Source: an optimization exercise on an open RTL-to-GDS flow (aim: small area). Production flows keep margins and buffers that such runs may drop. In this exercise RTL edits were held to simulation tests only and were not proved equivalent to the original. Power and IR drop assume default switching activity.

**design/flow/config.mk**
```make
export PLATFORM = sky130hd
export DESIGN_NAME = censor_rtl
export DESIGN_NICKNAME = censor_rtl
export VERILOG_FILES = /design/flow/design.v
export SDC_FILE = /design/flow/constraint.sdc
export NUM_CORES = 4
export LEC_CHECK = 0
export CAP_MARGIN = 20
export CORE_MARGIN = 2
export CORE_UTILIZATION = 45
export PLACE_DENSITY = 0.6
export SLEW_MARGIN = 20
```
**design/flow/constraint.sdc**
```tcl
create_clock -name core_clock -period 10.0 [get_ports {clock}]
set_input_delay 2.0000 -clock core_clock [delete_from_list [all_inputs] [get_ports {clock}]]
set_output_delay 2.0000 -clock core_clock [all_outputs]
set_load 0.01 [all_outputs]
```
**design/flow/design.v**
```verilog
`timescale 1ns / 1ps
module crc8_rtl(
    input clock,
    input reset,
    input enable,
    input init,
    input [7:0] char_in,
    output [7:0] crc_out);
    reg [7:0]   crc_reg;
    wire [7:0]  next_crc;
    assign crc_out = crc_reg;
    always @ (posedge clock)
    if(reset) begin
        crc_reg <= 8'h00;
    end
    else if(enable) begin
        if(init) begin
            crc_reg <= 8'h00;
        end
        else begin
            crc_reg <= next_crc;
        end
    end
    assign next_crc[0] = (char_in[2] ^ char_in[4] ^ char_in[5] ^ crc_reg[2] ^ crc_reg[4] ^ crc_reg[5]);
    assign next_crc[1] = (char_in[0] ^ char_in[3] ^ char_in[5] ^ char_in[6] ^ crc_reg[0] ^ crc_reg[3] ^ crc_reg[5] ^ crc_reg[6]);
    assign next_crc[2] = (char_in[0] ^ char_in[1] ^ char_in[4] ^ char_in[6] ^ char_in[7] ^ crc_reg[0] ^ crc_reg[1] ^ crc_reg[4] ^ crc_reg[6] ^ crc_reg[7]);
    assign next_crc[3] = (char_in[0] ^ char_in[1] ^ char_in[4] ^ char_in[7] ^ crc_reg[0] ^ crc_reg[1] ^ crc_reg[4] ^ crc_reg[7]);
    assign next_crc[4] = (char_in[0] ^ char_in[1] ^ char_in[4] ^ crc_reg[0] ^ crc_reg[1] ^ crc_reg[4]);
    assign next_crc[5] = (char_in[1] ^ char_in[2] ^ char_in[5] ^ crc_reg[1] ^ crc_reg[2] ^ crc_reg[5]);
    assign next_crc[6] = (char_in[0] ^ char_in[2] ^ char_in[3] ^ char_in[6] ^ crc_reg[0] ^ crc_reg[2] ^ crc_reg[3] ^ crc_reg[6]);
    assign next_crc[7] = (char_in[1] ^ char_in[3] ^ char_in[4] ^ char_in[7] ^ crc_reg[1] ^ crc_reg[3] ^ crc_reg[4] ^ crc_reg[7]);
endmodule
`timescale 1ns / 1ps
module pearson8_rtl(
    input clock,
    input reset,
    input enable,
    input init,
    input [7:0] char_in,
    output reg [7:0] hash_out
);
    localparam [2047:0] lut = {8'hd6, 8'h50, 8'h0f, 8'h0b, 8'h76, 8'hb5, 8'h5f, 8'h94, 8'h57, 8'h4a, 8'hef, 8'h25, 8'h8a, 8'h13, 8'hed, 8'h9b,
                            8'hbd, 8'haf, 8'hd2, 8'h6e, 8'h8f, 8'h74, 8'h0a, 8'had, 8'h23, 8'h92, 8'h7b, 8'h40, 8'hee, 8'h90, 8'h97, 8'h30,
                            8'h59, 8'h64, 8'hc8, 8'hb7, 8'h3d, 8'h8d, 8'h73, 8'hcc, 8'hd8, 8'hc7, 8'h00, 8'h85, 8'h14, 8'h2c, 8'h7c, 8'h81,
                            8'h1b, 8'hdd, 8'h55, 8'he3, 8'h93, 8'h87, 8'hab, 8'h19, 8'h16, 8'hf7, 8'h56, 8'h05, 8'hf0, 8'h39, 8'h04, 8'h0e,
                            8'hae, 8'h79, 8'h08, 8'h09, 8'h47, 8'h75, 8'h53, 8'he2, 8'h7d, 8'ha1, 8'h29, 8'h72, 8'hb4, 8'h5c, 8'h32, 8'h51,
                            8'hba, 8'hb9, 8'h4e, 8'h3f, 8'hc1, 8'h49, 8'h02, 8'h44, 8'hc4, 8'h4f, 8'h5a, 8'h70, 8'hec, 8'h5e, 8'h3a, 8'h67,
                            8'hf2, 8'h5d, 8'h95, 8'hac, 8'he6, 8'h83, 8'h9e, 8'h22, 8'h8c, 8'h99, 8'he9, 8'hb6, 8'h69, 8'ha4, 8'hd1, 8'hf9,
                            8'h9f, 8'h5b, 8'hbf, 8'h1c, 8'hc2, 8'h48, 8'h01, 8'h8e, 8'h06, 8'h86, 8'h63, 8'hb2, 8'h91, 8'haa, 8'he4, 8'hb3,
                            8'h7f, 8'ha8, 8'h2e, 8'hce, 8'hbb, 8'h4b, 8'h0c, 8'hda, 8'h6f, 8'hcf, 8'h36, 8'ha3, 8'h12, 8'h41, 8'hdb, 8'h28,
                            8'h80, 8'hf6, 8'hca, 8'h4d, 8'h66, 8'h0d, 8'h38, 8'hd0, 8'he7, 8'h78, 8'h34, 8'h1f, 8'h96, 8'h20, 8'hfb, 8'h27,
                            8'hff, 8'hbc, 8'hfa, 8'h26, 8'h3e, 8'h9c, 8'h7a, 8'h84, 8'h6b, 8'hc6, 8'h9d, 8'h54, 8'h2b, 8'hdf, 8'h6a, 8'hf4,
                            8'hf3, 8'hd5, 8'h07, 8'ha7, 8'hbe, 8'h68, 8'h15, 8'h42, 8'h52, 8'h24, 8'he0, 8'h77, 8'hf8, 8'hc9, 8'h37, 8'hb0,
                            8'hd9, 8'h2d, 8'h1d, 8'h60, 8'heb, 8'hd7, 8'h2f, 8'h03, 8'hcb, 8'h11, 8'h88, 8'h45, 8'h62, 8'h21, 8'h58, 8'hfc,
                            8'hb1, 8'hf1, 8'h6d, 8'ha2, 8'h6c, 8'h98, 8'h71, 8'h35, 8'hde, 8'ha9, 8'hfd, 8'ha0, 8'h7e, 8'h2a, 8'ha5, 8'h65,
                            8'hc5, 8'h31, 8'h46, 8'hd3, 8'h8b, 8'ha6, 8'hd4, 8'he8, 8'h1e, 8'h10, 8'h43, 8'h89, 8'hfe, 8'h33, 8'h61, 8'h1a,
                            8'h17, 8'hdc, 8'hc3, 8'h18, 8'he5, 8'hcd, 8'hb8, 8'h3c, 8'h4c, 8'hc0, 8'h3b, 8'hf5, 8'h9a, 8'he1, 8'h82, 8'hea};
    reg [7:0]   hash_reg;
    wire [7:0]  next_hash;
    assign hash_out = hash_reg;
    always @ (posedge clock)
    if(reset) begin
        hash_reg <= 8'h00;
    end
    else if(enable) begin
        if(init) begin
            hash_reg <= 8'h00;
        end
        else begin
            hash_reg <= next_hash;
        end
    end
    wire [7:0]  lut_index;
    assign lut_index = hash_reg ^ char_in;
    assign next_hash = lut[(8'd255 - lut_index)*8 +: 8];
endmodule
`timescale 1ns / 1ps
module bloom_filter_rtl(
    input clock, 
    input reset,
    input enable,
    input write,
    input check,
    input reg[7:0] hash1,
    input reg[7:0] hash2,
    output reg word_detected
);   
    reg [511:0] filter;
    always @(posedge clock)
    if(reset) begin
        filter <= 512'h0;
        word_detected <= 1'b0;
    end
    else if(enable) begin
        if(write) begin
            filter[hash1] <= 1'b1;
            filter[hash2 + 9'hff] <= 1'b1;
        end
        else if(check) begin
            if(filter[hash1] == 1'b1) begin
                if(filter[hash2 + 9'hff] == 1'b1) begin
                    word_detected <= 1'b1;
                end
                else begin
                word_detected <= 1'b0;
                end
            end
            else begin
                word_detected <= 1'b0;
            end
        end
        else begin
            word_detected <= 1'b0;
        end
    end
endmodule
`timescale 1ns / 1ps
module fifo_rtl(
    input clock, 
    input reset,
    input enable, 
    input write_en, 
    input read_en,
    input [7:0] data_in,
    output reg [7:0] data_out,
    output full, 
    output empty
);
  reg [5:0] wptr, rptr;  
  reg [7:0] memory [63:0];  
  assign full = ( (wptr == 6'b111111) & (rptr == 6'b000000) ? 1 : 0 );
  assign empty = (wptr == rptr) ? 1 : 0;
  always @(posedge clock)
    if (reset) begin
        memory[0] <= 0; memory[1] <= 0; memory[2] <= 0; memory[3] <= 0;
        memory[4] <= 0; memory[5] <= 0; memory[6] <= 0; memory[7] <= 0;
        memory[8] <= 0; memory[9] <= 0; memory[10] <= 0; memory[11] <= 0;
        memory[12] <= 0; memory[13] <= 0; memory[14] <= 0; memory[15] <= 0;
        memory[16] <= 0; memory[17] <= 0; memory[18] <= 0; memory[19] <= 0;
        memory[20] <= 0; memory[21] <= 0; memory[22] <= 0; memory[23] <= 0;
        memory[24] <= 0; memory[25] <= 0; memory[26] <= 0; memory[27] <= 0;
        memory[28] <= 0; memory[29] <= 0; memory[30] <= 0; memory[31] <= 0;
        memory[32] <= 0; memory[33] <= 0; memory[34] <= 0; memory[35] <= 0;
        memory[36] <= 0; memory[37] <= 0; memory[38] <= 0; memory[39] <= 0;
        memory[40] <= 0; memory[41] <= 0; memory[42] <= 0; memory[43] <= 0;
        memory[44] <= 0; memory[45] <= 0; memory[46] <= 0; memory[47] <= 0;
        memory[48] <= 0; memory[49] <= 0; memory[50] <= 0; memory[51] <= 0;
        memory[52] <= 0; memory[53] <= 0; memory[54] <= 0; memory[55] <= 0;
        memory[56] <= 0; memory[57] <= 0; memory[58] <= 0; memory[59] <= 0;
        memory[60] <= 0; memory[61] <= 0; memory[62] <= 0; memory[63] <= 0;
        data_out <= 0; wptr <= 0; rptr <= 0;
    end
    else begin
        if (write_en & !full & enable) begin
            memory[wptr] <= data_in;
            wptr <= wptr + 1;
        end
        if (read_en & !empty & enable) begin
            data_out <= memory[rptr];
            rptr <= rptr + 1;
        end
    end
endmodule
`timescale 1ns / 1ps
module censor_rtl(
    input clock,
    input reset,
    input enable,
    input bloom_write,
    input [7:0] char_in,
    output [7:0] char_out,
    output reg data_ready
    );
    reg prev_fifo_read;
    reg prev_space_detect_in;
    reg write;
    reg check;
    reg word_detected;
    reg space_detect_in;
    reg space_detect_out;
    reg censor_en;
    reg fifo_write;
    reg fifo_read;
    reg fifo2_read_int;
    reg [7:0] char_int;
    reg [7:0] crc_out;
    reg [7:0] hash_out;
    reg [7:0] crc_in;
    reg [7:0] hash_in;
    reg [7:0] char_in_count;
    reg [7:0] censor_in;
    reg [7:0] censor_out;
    wire fifo_full, fifo_empty, fifo2_full, fifo2_empty;
    wire [7:0] char_in_count_inc;
    wire [7:0] char_in_count_now;
    assign char_in_count_inc = char_in_count + 8'h01;
    assign char_in_count_now = fifo_write ? char_in_count_inc : char_in_count;
    assign space_detect_in = ~char_in[0] & ~char_in[1] & ~char_in[2] & ~char_in[3] & ~char_in[4] & char_in[5] & ~char_in[6] & ~char_in[7];
    assign space_detect_out = ~char_int[0] & ~char_int[1] & ~char_int[2] & ~char_int[3] & ~char_int[4] & char_int[5] & ~char_int[6] & ~char_int[7];
    assign write = bloom_write & space_detect_in;
    assign check = ~bloom_write & space_detect_in;
    assign fifo_write = ~bloom_write;
    assign crc_in = crc_out;
    assign hash_in = hash_out;
    assign censor_en = censor_out[0]&~space_detect_out;
    assign censor_in[0] = word_detected;
    assign censor_in[7:1] = 7'b0000000;
    assign char_out = ( (censor_en == 1'b1) ? 8'h2A : char_int );
    assign fifo2_read_int = ( (((prev_fifo_read == 1'b0) && (fifo_read==1'b1))|| space_detect_out) ? 1'b1 : 1'b0 );
    crc8_rtl crc8(clock, reset, enable, space_detect_in, char_in, crc_out);
    pearson8_rtl pearson8(clock, reset, enable, space_detect_in, char_in, hash_out);
    bloom_filter_rtl bloom_filter(clock, reset, enable, write, check, crc_in, hash_in, word_detected);
    fifo_rtl fifo(clock, reset, enable, fifo_write, fifo_read, char_in, char_int, fifo_full, fifo_empty);
    fifo_rtl fifo_to_censor(clock, reset, enable, prev_space_detect_in, fifo2_read_int, censor_in, censor_out, fifo2_full, fifo2_empty);         
    always @ (posedge clock) begin
        if(reset) begin
            data_ready <= 1'b0;
            fifo_read <= 1'b0;       
            char_in_count <= 8'h00;
            prev_fifo_read <= 1'b0;
            prev_space_detect_in <= 1'b0;
        end
        else if(enable) begin
            if(fifo_write) begin
                char_in_count <= char_in_count_inc;
            end
            else begin
                fifo_read <= 1'b0;
                data_ready <= 1'b0;
                char_in_count <= 8'h00;
            end
            if(char_in_count_now == 8'h2B) begin
                fifo_read <= 1'b1;
            end
            if(char_in_count_now == 8'h2C) begin
                data_ready <= 1'b1;
            end
            prev_fifo_read <= fifo_read;
            prev_space_detect_in <= (space_detect_in & ~bloom_write);
        end
    end
endmodule
```
**design/flow/run.sh**
```bash
#!/bin/bash
# synth_recipe.tcl (not shown) runs the flow's synth.tcl, then flattens the netlist and writes it again
# the make line also repeats each setting of config.mk as NAME=value (left out here)
make -C /OpenROAD-flow-scripts/flow DESIGN_CONFIG=/design/flow/config.mk WORK_HOME=/design/flow/orfs CLKGATE_MAP_FILE= SYNTH_SCRIPT=/design/flow/synth_recipe.tcl finish
```
==> results.ini <==
[run_status]
status = finished clean

[flow_run]
max_cap_violations = 0

[sta]
period_share_pct = 57.5
timing.final.hold_violations = 0
fin_skew_ps = 22.9
fmax_mhz = 174
hold_ws_ps = 458
finalSetupViolCount = 0
rsz0062_at_grt = no
worst_pin_slew_ps = 1190
maxSlewHeadroom_pct = 20.7
finalCriticalPeriod_ps = 5750
drv_slew = 0
final.setup.tns_ps = 0

[power]
switching_share_pct = 33.3
power_switching_mw = 4.40
leakage_nw = 19.8
power_frac_comb_pct = 25.8
power.internal_mw = 8.83
p_total_mw = 13.2
ir_worst_vdd_uv = 197
pwr_density_cell_mw_per_mm2 = 222
clock_power_share_pct = 34.4
pwr-share-seq_pct = 39.8

[final_layout]
design_area_mm2 = 0.0596
syn2layout_area_growth_pct = 9.48
nets = 4740
top_register = fifo.memory
largest_reg_flops = 512
drive_above_1_share_pct = 15.1
reg_top3 = fifo.memory: 512 flops, bloom_filter.filter: 511 flops, fifo_to_censor.memory: 64 flops

[floorplanning]
die_h_um = 352
dieArea_mm2 = 0.124
initial_core_util_pct = 45.4
row_count = 127
io_pins = 21
coreArea_mm2 = 0.120
die-width_um = 352

[setup_path]
max_stage_delay_ps = 880
crit_chain = clkdlybuf4s50_1 > buf_4 > xor2_2 > buf_4 > inv_2 > ha_1 > or2_2 > nor2_1 > o311a_1 > a211oi_1 > a211oi_1 > a2111oi_0 > a221o_1
end_kind = flop
cp_max_fo = 32
startpoint_type = input port
critPathRequiredTime_ps = 10660
critPathKind = input port to flop
arrival_ps = 6410
cp_slowest_cell = a2111oi_0

[synthesis]
async_flop_share_pct = 0
synth_top_area_share_pct = 31.8
synthTopCellsByCount = nor2_1 (818), a21oi_1 (579), edfxtp_1 (576)
syn_inst = 4925
synth_seq_area_share_pct = 52.9
syn_nets = 4964
ys_seq_elements = 1149
yosysUniqueCellTypes = 85
yosysWarnings = 17
synth_edf_count = 576
ys_top_cells_by_area = edfxtp_1 (32%), dfxtp_1 (21%), mux4_2 (13%)
ys.flop_type = edfxtp_1
syn-cell-area_mm2 = 0.0544
avgSynthCellArea_um2 = 11.0
synth_top_area_cell = edfxtp_1
synth_most_common_cell = nor2_1

[grt]
antenna_found_initial = 0
grt_overflow = 0
grt_pass1_wl_um = 230000
grt_pass1_vias = 36558
grtUsageTotal_pct = 24.1
grt_max_degree = 107

[detailed_routing]
dr_total_vias = 38338
finalWirelength_um = 150000
drt-initial-drc-count = 4306
postRouteAntennaNets = 0
drc_errors = 0
dr.pass1.iters = 8
via_per_inst = 5.98
drt-wirelength-per-cell_um = 23.4

[clock_network]
cts_resized = 0
cts-root-buf = clkbuf_16
holdBufCountCts = 0
cts_setup_buffers = 0
clk_path_buf_depth = 3
htreeDepth = 3
clk_pin_slew_ps = 60
cts_sinks = 1149
insertion_delay_ps = 740
cts_tree = done
cts-buffers-inserted = 118

[hold_path]
hold_path_class = flop to flop

[placed_design]
io_buffers = 20
gp_congestion = 0.966
placed_area_mm2 = 0.0555
hpwl_um = 92200

## critical path: cells and delay by family
family                   cells  cell delay (ps)
AO/OA/AOI/OAI                5             1680
buffers and inverters        4             1460
AND/OR/NAND/NOR              2              450
adder cells (fa/ha/maj)      1              720
XOR/XNOR                     1               80
## logic make-up after synthesis
group	synth area share, %
AND/OR/NAND/NOR	16.2
flip-flops	52.9
AO/OA/AOI/OAI	10.8
buffers and inverters	3.73
multiplexers	14.4
XOR/XNOR	1.40
adder cells (fa/ha/maj)	0.621
## layout by cell type, fill, tap and decap left out, types with 30 or more instances in the layout
cell       instances
a21oi_1          579
and2_1           415
buf_4             85
clkbuf_1          32
clkbuf_16        120
dfxtp_1          561
edfxtp_1         576
mux2i_1           71
mux4_2           314
nand2_1          161
nand3_1           40
nor2_1           811
nor2b_1           30
nor3_1           139
o21ai_0           71
o21bai_1          65
or2_2             67
xnor2_1           41
xor2_1            30
## worst paths after layout
check	start	end	slack, ps	cells after the start
worst min-delay path	bloom_filter.filter[125]	bloom_filter.filter[125]	460	2
worst min register to register	bloom_filter.filter[125]	bloom_filter.filter[125]	460	2
worst max register to register	pearson8.hash_reg[1]	pearson8.hash_reg[1]	5410	11
worst max-delay path	char_in[1]	pearson8.hash_reg[1]	4250	13
## metal layers
| layer | GRT usage [%] | wire length, um |
|---|---|---|
| met1 | 33.8 | 65100 |
| met2 | 38.9 | 70800 |
| met3 | 3.74 | 10300 |
| met4 | 6.55 | 4120 |
| met5 | 0 | 0 |
## area by class of cell
class / count / area (um^2)
repair buffers: 107 / 868
clock buffers: 161 / 3250
inverters: 33 / 124
clock inverters: 56 / 733
well taps: 1612 / 2020
multi-input cells: 3292 / 23800
diodes: 1 / 2.50
fillers: 10646 / 60400
flip-flops and latches: 1149 / 28800
## power groups by stage
stage | combinational, mW | sequential [mW] | clock, mW
4_1_cts | 3.30 | 5.27 | 4.63
3_3_place_gp | 3.31 | 5.36 | 0
3_5_place_dp | 3.29 | 5.37 | 0
6_report | 3.41 | 5.27 | 4.55
5_1_grt | 3.59 | 5.29 | 4.81
2_1_floorplan | 2.43 | 5.19 | 0
## stage by stage
stage	utilization (%)	instances	worst slack, ps
floorplan	-	4925	4770
CTS	49.6	6408	4450
finish	49.6	6411	4250
detailed placement	46.3	6191	3670
global route	49.6	6410	4260
global placement	46.3	6191	3600

==> re-timing with driven ports <==
The flow's constraints put no driver on any port. The routed layout listed below was extracted and timed again, unchanged, in two steps. Step 1: set_driving_cell puts a clkbuf_16 on clock and a buf_2 on each other input, an assumption about the parent block. Step 2 times the ports against the registers' clock, not the clock port: input delays grow and output delays shrink by t, the midpoint of the rising clock arrivals with the driver on. a / b / c = no drivers / after step 1 / after step 2; a / b = the first two.
t (ns): 0.798
setup WS [ns]: 4.250 / 4.299 / 3.501
slew at the worst register clock pin (ns): 0.06 / 0.06
worst slew at a driven data input, ns: 0.08
pins driven straight from the clock port: 1
After both steps this run still meets setup and hold. The setup slack of this run moves by +0.049 ns with the drivers and by -0.749 ns with both steps.
